This design comes from an exercise in tuning for small area on the open sky130 flow, not from production work. Function was checked by simulation only, so behaviour that the tests miss may differ from the original. Power and IR drop assume default switching activity.

==> flow/design.v <==
`timescale 1ns / 1ps
module i2c_master #(
    parameter SYS_CLOCK_FREQ_HZ = 100_000_000,
    parameter FAST_MODE_ENABLED = 0
)(
    input wire       i_clk,
    input wire       i_rst,
    input wire [9:0] i_slave_addr,
    input wire [7:0] i_byte_cnt,
    input wire [3:0] i_control_reg,
    input wire [3:0] i_mode_reg,
    input wire [7:0] i_tx_data,
    output wire       o_rx_data_valid,
    output wire       o_tx_data_needed,
    output wire [7:0] o_rx_data,
    output wire [4:0] o_status_reg,
    output wire o_sda,
    output wire o_sda_oe,
    input  wire i_sda,
    output wire o_scl,
    output wire o_scl_oe,
    input  wire i_scl
);
localparam [7:0] TINV = ~8'h27;
reg  [7:0] q;
wire [7:0] lf = q ^ TINV;
wire tick = &q;
always @(posedge i_clk) begin
    if (i_rst)     q <= 8'hff ^ TINV;
    else if (tick) q <= 8'hfe ^ TINV;
    else           q <= {lf[6:0], lf[7] ^ lf[5] ^ lf[4] ^ lf[3]} ^ TINV;
end
reg [2:0] sf, cf;
reg sflt, cflt;
always @(posedge i_clk) begin
    if (i_rst) begin
        sf <= 3'b111; cf <= 3'b111; sflt <= 1'b1; cflt <= 1'b1;
    end else begin
        sf <= {sf[1:0], i_sda};
        cf <= {cf[1:0], i_scl};
        sflt <= (sf[2] & sf[1]) | (sflt & (sf[2] | sf[1]));
        cflt <= (cf[2] & cf[1]) | (cflt & (cf[2] | cf[1]));
    end
end
wire start_trans = i_control_reg[3];
localparam [2:0] IDLE = 3'd0, START = 3'd1, STOP = 3'd2, RSTART = 3'd3, ADDR = 3'd4, DATA = 3'd5, RD = 3'd6;
localparam [1:0] S0 = 2'b00, S1 = 2'b01, S2 = 2'b11, S3 = 2'b10;
reg [2:0] m;
reg [3:0] b;      
reg [1:0] s;      
reg [6:0] h;      
reg [7:0] l;      
reg [7:0] cnt;
reg rd, rw;
reg txd, rxd, txe;
wire idle  = (~m[2] & ~m[1] & ~m[0]);
wire gen   = (~m[2] & m[1]) | (~m[2] & m[0]);
wire bits  = (m[2]);
wire tx    = (m[2] & ~m[1]);
wire isrd  = (m[2] & m[1]);
wire is_data = (m[2] & m[0]);
wire is_addr = (m[2] & ~m[1] & ~m[0]);
wire is_start = (~m[2] & ~m[1] & m[0]);
wire is_stop = (~m[2] & m[1] & ~m[0]);
wire is_rs = (m[1] & m[0]);
wire cnt0  = (cnt == 8'd0);
wire bz    = (b == 4'd0);
wire b9    = b[3] & b[0];           
wire ack   = ~b[2];
wire b10   = b[3] & b[1];           
wire ten   = ~rd & rw;
wire adv   = (bz && s == S3) || (tick && (s != S1 || cflt || gen));
wire done  = bits && b10 && s == S0;
wire nxt   = bits && b10 && s == S3;
assign o_tx_data_needed = is_data && nxt;
assign o_rx_data_valid  = isrd && nxt;
assign o_rx_data        = l;
assign o_status_reg     = {~idle | b[0], txd, rxd, txe, 1'b0};
assign o_sda_oe = ~idle && !(tx && b9) && !(isrd && !b9 && !nxt);
assign o_scl_oe = ~idle && !(bits && s[0]);
wire g01  = (bz && s == S3) || (b[0] && s == S0);
wire abit = b[3] ? rw : h[3'd7 - b[2:0]];
reg sda;
always @(*) begin
    case (m)
        START, RSTART: sda = g01;
        STOP:          sda = b[0] && s == S3;
        ADDR:          sda = (bz || (b10 && ack)) ? 1'b1 : abit;
        DATA:          sda = (bz || (b10 && ack)) ? 1'b1 : l[7];
        RD:            sda = ~b[1] && (s == S0 || cnt0);    
        default:       sda = 1'b0;
    endcase
end
assign o_sda = sda;
assign o_scl = is_stop ? (b[0] && s[1]) : (gen && (g01 || (b[0] && s == S1)));
always @(posedge i_clk) begin
    if (i_rst) begin
        m <= IDLE; b <= 4'd0; s <= S3;
        txd <= 1'b0; rxd <= 1'b0; txe <= 1'b0;
    end else begin
        if (adv) begin
            s <= {s[0], ~s[1]};
            if (s == S3) b <= b + 4'd1;
            if (tx && b9 && s == S2) b[2] <= sflt;    
        end
        if (idle) begin
            b <= 4'd0; s <= S3;
            if (start_trans) m <= START;
            else begin txd <= 1'b0; rxd <= 1'b0; end
        end
        if (gen && b[0] && s == S3) begin           
            if (is_stop || (is_start && ten)) begin
                m <= IDLE; b <= 4'd1; s <= S3;
            end else if (is_start) begin
                b <= 4'd0; s <= S0;
            end else begin
                m <= ADDR; b <= 4'd0; s <= S3;
            end
        end
        if (is_start && bz && s == S0) begin      
            m <= ADDR; b <= 4'd0; s <= S3;
        end
        if (done) begin
            b <= 4'd0; s <= S3;
            if (tx && !ack) begin
                m <= STOP; txe <= 1'b1;
            end else if (is_addr) begin
                m <= (rd && rw) ? RD : DATA;
            end else if (is_data && rd) begin
                m <= RSTART;
            end else if (is_data && cnt0) begin
                m <= STOP; txd <= 1'b1;
            end else begin
                b <= 4'd10; s <= S3;
            end
        end
        if (nxt) begin
            b <= 4'd0; s <= S3;
            if (isrd && cnt0) begin m <= STOP; rxd <= 1'b1; end
        end
    end
end
wire ld   = idle && start_trans;
wire ldl  = ld || (is_data && nxt);
wire shl  = adv && !bz && ((is_data && s == S3 && !b[3]) ||
                           (isrd && s == S2 && (!b[3] || b == 4'd8)));
wire decc = (is_addr && done && ack && !(rd && !rw)) || nxt;
always @(posedge i_clk) begin
    if (ld) begin
        h   <= i_slave_addr[6:0];
        rd  <= ~i_mode_reg[3] & i_mode_reg[2];
        rw  <= i_mode_reg[3] | (i_mode_reg[2] & i_mode_reg[1]);
    end else begin
        if (is_rs) rw <= 1'b1;
    end
    l   <= ({8{ldl}} & i_tx_data) | ({8{shl}} & {l[6:0], sflt}) | ({8{~(ldl | shl)}} & l);
    cnt <= ({8{ld}} & i_byte_cnt) | ({8{decc}} & (cnt - 8'd1)) | ({8{~(ld | decc)}} & cnt);
end
endmodule
Settings: LEC_CHECK=0, CAP_MARGIN=20, CORE_MARGIN=2, CORE_UTILIZATION=40, CTS_BUF_LIST=sky130_fd_sc_hd__clkbuf_8, SLEW_MARGIN=20; clock period 10.0 ns.
standard.sh (not shown) runs the stock make flow with config.mk's settings and CLKGATE_MAP_FILE= SYNTH_SCRIPT=/design/flow/synth_recipe.tcl, a recipe that flattens the netlist after the stock synthesis.
==> flow/flow/run.sh <==
#!/bin/bash
# Standard ORFS layout with these changes: the combinational logic of the standard synthesis is
# re-mapped by ABC for area (flip-flops untouched; a few scripts, a few rounds, each result
# proven equal to the standard synthesis, the smallest kept), the port buffers use the smallest
# buffer, and clock tree synthesis adds no dummy loads.
set -euo pipefail
R=orfs/results/sky130hd/i2c_master/base
LIB=$FLOW_HOME/platforms/sky130hd/lib/sky130_fd_sc_hd__tt_025C_1v80.lib
YOSYS=$FLOW_HOME/../tools/install/yosys/bin/yosys
[[ -x $YOSYS ]] || YOSYS=yosys
bash standard.sh synth > log_synth.log 2>&1
python3 flow/filtlib.py "$LIB" lib.lib > log_filtlib.log 2>&1
cp $R/1_2_yosys.v std.v
best=std.v
besta=1e9
for round in 1 2 3; do
  cur=$best
  for i in 1 4 6 7; do
    o=r${round}_s$i
    sed -e "s#@IN@#$cur#; s#@SCRIPT@#flow/s$i.abc#; s#@OUT@#$o.v#" flow/resyn.ys > $o.ys
    timeout 600 "$YOSYS" -s $o.ys > log_$o.log 2>&1 || continue
    sed -e "s#@OUT@#$o.v#" flow/eq.ys > eq_$o.ys
    timeout 600 "$YOSYS" -s eq_$o.ys > log_eq_$o.log 2>&1 || continue
    a=$(grep "Chip area" log_$o.log | awk '{print $NF}' | tail -1)
    if python3 -c "import sys; sys.exit(0 if float('$a') < float('$besta') else 1)"; then
      best=$o.v; besta=$a
    fi
  done
  echo "round $round: $best ($besta)" >> log_choice.log
done
cp $best $R/1_2_yosys.v
rm -f $R/1_synth.odb $R/1_synth.sdc
bash standard.sh BUFFER_PORTS_ARGS="-buffer_cell sky130_fd_sc_hd__buf_1" \
  "CTS_ARGS=-sink_clustering_enable -repair_clock_nets -buf_list sky130_fd_sc_hd__clkbuf_8 -root_buf sky130_fd_sc_hd__clkbuf_8 -dont_use_dummy_load" \
  finish > log_finish.log 2>&1
Other scripts of this flow, unchanged in this note and not shown: flow/flow/eq.ys, flow/flow/filtlib.py, flow/flow/resyn.ys, flow/flow/s1.abc, flow/flow/s4.abc, flow/flow/s6.abc, flow/flow/s7.abc
Rerun with:
--- a/flow/design.v
+++ b/flow/design.v
@@ -41,40 +41,36 @@
         sflt <= (sf[2] & sf[1]) | (sflt & (sf[2] | sf[1]));
         cflt <= (cf[2] & cf[1]) | (cflt & (cf[2] | cf[1]));
     end
 end
 wire start_trans = i_control_reg[3];
-localparam [2:0] IDLE = 3'd0, START = 3'd1, STOP = 3'd2, RSTART = 3'd3, ADDR = 3'd4, DATA = 3'd5, RD = 3'd6;
+localparam [2:0] IDLE = 3'b000, START = 3'b001, STOP = 3'b010, RSTART = 3'b011,
+                 ADDR = 3'b100, DATA = 3'b101, RD = 3'b110;
 localparam [1:0] S0 = 2'b00, S1 = 2'b01, S2 = 2'b11, S3 = 2'b10;
 reg [2:0] m;
 reg [3:0] b;      
 reg [1:0] s;      
 reg [6:0] h;      
 reg [7:0] l;      
 reg [7:0] cnt;
 reg rd, rw;
 reg txd, rxd, txe;
-wire idle  = (~m[2] & ~m[1] & ~m[0]);
-wire gen   = (~m[2] & m[1]) | (~m[2] & m[0]);
-wire bits  = (m[2]);
-wire tx    = (m[2] & ~m[1]);
-wire isrd  = (m[2] & m[1]);
-wire is_data = (m[2] & m[0]);
-wire is_addr = (m[2] & ~m[1] & ~m[0]);
-wire is_start = (~m[2] & ~m[1] & m[0]);
-wire is_stop = (~m[2] & m[1] & ~m[0]);
-wire is_rs = (m[1] & m[0]);
+wire idle  = (m == IDLE);
+wire gen   = ~m[2] & (m[1] | m[0]);
+wire bits  = m[2];
+wire tx    = m[2] & ~m[1];
+wire isrd  = m[2] & m[1];
 wire cnt0  = (cnt == 8'd0);
 wire bz    = (b == 4'd0);
 wire b9    = b[3] & b[0];           
 wire ack   = ~b[2];
 wire b10   = b[3] & b[1];           
 wire ten   = ~rd & rw;
 wire adv   = (bz && s == S3) || (tick && (s != S1 || cflt || gen));
 wire done  = bits && b10 && s == S0;
 wire nxt   = bits && b10 && s == S3;
-assign o_tx_data_needed = is_data && nxt;
+assign o_tx_data_needed = (m == DATA) && nxt;
 assign o_rx_data_valid  = isrd && nxt;
 assign o_rx_data        = l;
 assign o_status_reg     = {~idle | b[0], txd, rxd, txe, 1'b0};
 assign o_sda_oe = ~idle && !(tx && b9) && !(isrd && !b9 && !nxt);
 assign o_scl_oe = ~idle && !(bits && s[0]);
@@ -85,16 +81,16 @@
     case (m)
         START, RSTART: sda = g01;
         STOP:          sda = b[0] && s == S3;
         ADDR:          sda = (bz || (b10 && ack)) ? 1'b1 : abit;
         DATA:          sda = (bz || (b10 && ack)) ? 1'b1 : l[7];
-        RD:            sda = ~b[1] && (s == S0 || cnt0);    
+        RD:            sda = b9 && (s == S0 || cnt0);
         default:       sda = 1'b0;
     endcase
 end
 assign o_sda = sda;
-assign o_scl = is_stop ? (b[0] && s[1]) : (gen && (g01 || (b[0] && s == S1)));
+assign o_scl = (m == STOP) ? (b[0] && s[1]) : (gen && (g01 || (b[0] && s == S1)));
 always @(posedge i_clk) begin
     if (i_rst) begin
         m <= IDLE; b <= 4'd0; s <= S3;
         txd <= 1'b0; rxd <= 1'b0; txe <= 1'b0;
     end else begin
@@ -107,30 +103,30 @@
             b <= 4'd0; s <= S3;
             if (start_trans) m <= START;
             else begin txd <= 1'b0; rxd <= 1'b0; end
         end
         if (gen && b[0] && s == S3) begin           
-            if (is_stop || (is_start && ten)) begin
+            if (m == STOP || (m == START && ten)) begin
                 m <= IDLE; b <= 4'd1; s <= S3;
-            end else if (is_start) begin
+            end else if (m == START) begin
                 b <= 4'd0; s <= S0;
             end else begin
                 m <= ADDR; b <= 4'd0; s <= S3;
             end
         end
-        if (is_start && bz && s == S0) begin      
+        if (m == START && bz && s == S0) begin      
             m <= ADDR; b <= 4'd0; s <= S3;
         end
         if (done) begin
             b <= 4'd0; s <= S3;
             if (tx && !ack) begin
                 m <= STOP; txe <= 1'b1;
-            end else if (is_addr) begin
+            end else if (m == ADDR) begin
                 m <= (rd && rw) ? RD : DATA;
-            end else if (is_data && rd) begin
+            end else if (m == DATA && rd) begin
                 m <= RSTART;
-            end else if (is_data && cnt0) begin
+            end else if (m == DATA && cnt0) begin
                 m <= STOP; txd <= 1'b1;
             end else begin
                 b <= 4'd10; s <= S3;
             end
         end
@@ -139,21 +135,21 @@
             if (isrd && cnt0) begin m <= STOP; rxd <= 1'b1; end
         end
     end
 end
 wire ld   = idle && start_trans;
-wire ldl  = ld || (is_data && nxt);
-wire shl  = adv && !bz && ((is_data && s == S3 && !b[3]) ||
+wire ldl  = ld || (m == DATA && nxt);
+wire shl  = adv && !bz && ((m == DATA && s == S3 && !b[3]) ||
                            (isrd && s == S2 && (!b[3] || b == 4'd8)));
-wire decc = (is_addr && done && ack && !(rd && !rw)) || nxt;
+wire decc = (m == ADDR && done && ack && !(rd && !rw)) || nxt;
 always @(posedge i_clk) begin
     if (ld) begin
         h   <= i_slave_addr[6:0];
         rd  <= ~i_mode_reg[3] & i_mode_reg[2];
         rw  <= i_mode_reg[3] | (i_mode_reg[2] & i_mode_reg[1]);
     end else begin
-        if (is_rs) rw <= 1'b1;
+        if (m == RSTART) rw <= 1'b1;
     end
     l   <= ({8{ldl}} & i_tx_data) | ({8{shl}} & {l[6:0], sflt}) | ({8{~(ldl | shl)}} & l);
     cnt <= ({8{ld}} & i_byte_cnt) | ({8{decc}} & (cnt - 8'd1)) | ({8{~(ld | decc)}} & cnt);
 end
 endmodule
Result: Via count came out higher by 2.6%; non-clock buffer count came out higher by 1; worst hold slack gets worse by 5.2 ps; power came out higher by 15%; register-to-register slack gets better by 650 ps; clock-buffer cell count does not change.

## re-timing with driven ports
The flow's constraints put no driver on any port. The routed layouts listed below were extracted and timed again, unchanged, in two steps. Step 1: set_driving_cell puts a clkbuf_16 on i_clk and a buf_2 on each other input, an assumption about the parent block. Step 2, shift: input delay + t, output delay - t, t = (earliest + latest rising clock arrival at the registers) / 2. This alone moves slack from input paths to output paths. Slacks: no drivers / after step 1 / after step 2; pairs: no drivers / after step 1.
run | shift t [ns] | setup slack, ns | worst setup path after step 2 | worst register clock-pin slew, ns | worst data-port slew with drivers (ns)
the first run | 0.324 | 5.609 / 5.581 / 5.623 | input to register | 0.09 / 0.09 | 0.03
the second run | 0.322 | 5.710 / 5.682 / 6.004 | register to output | 0.10 / 0.10 | 0.03
After both steps every run listed still meets setup and hold.
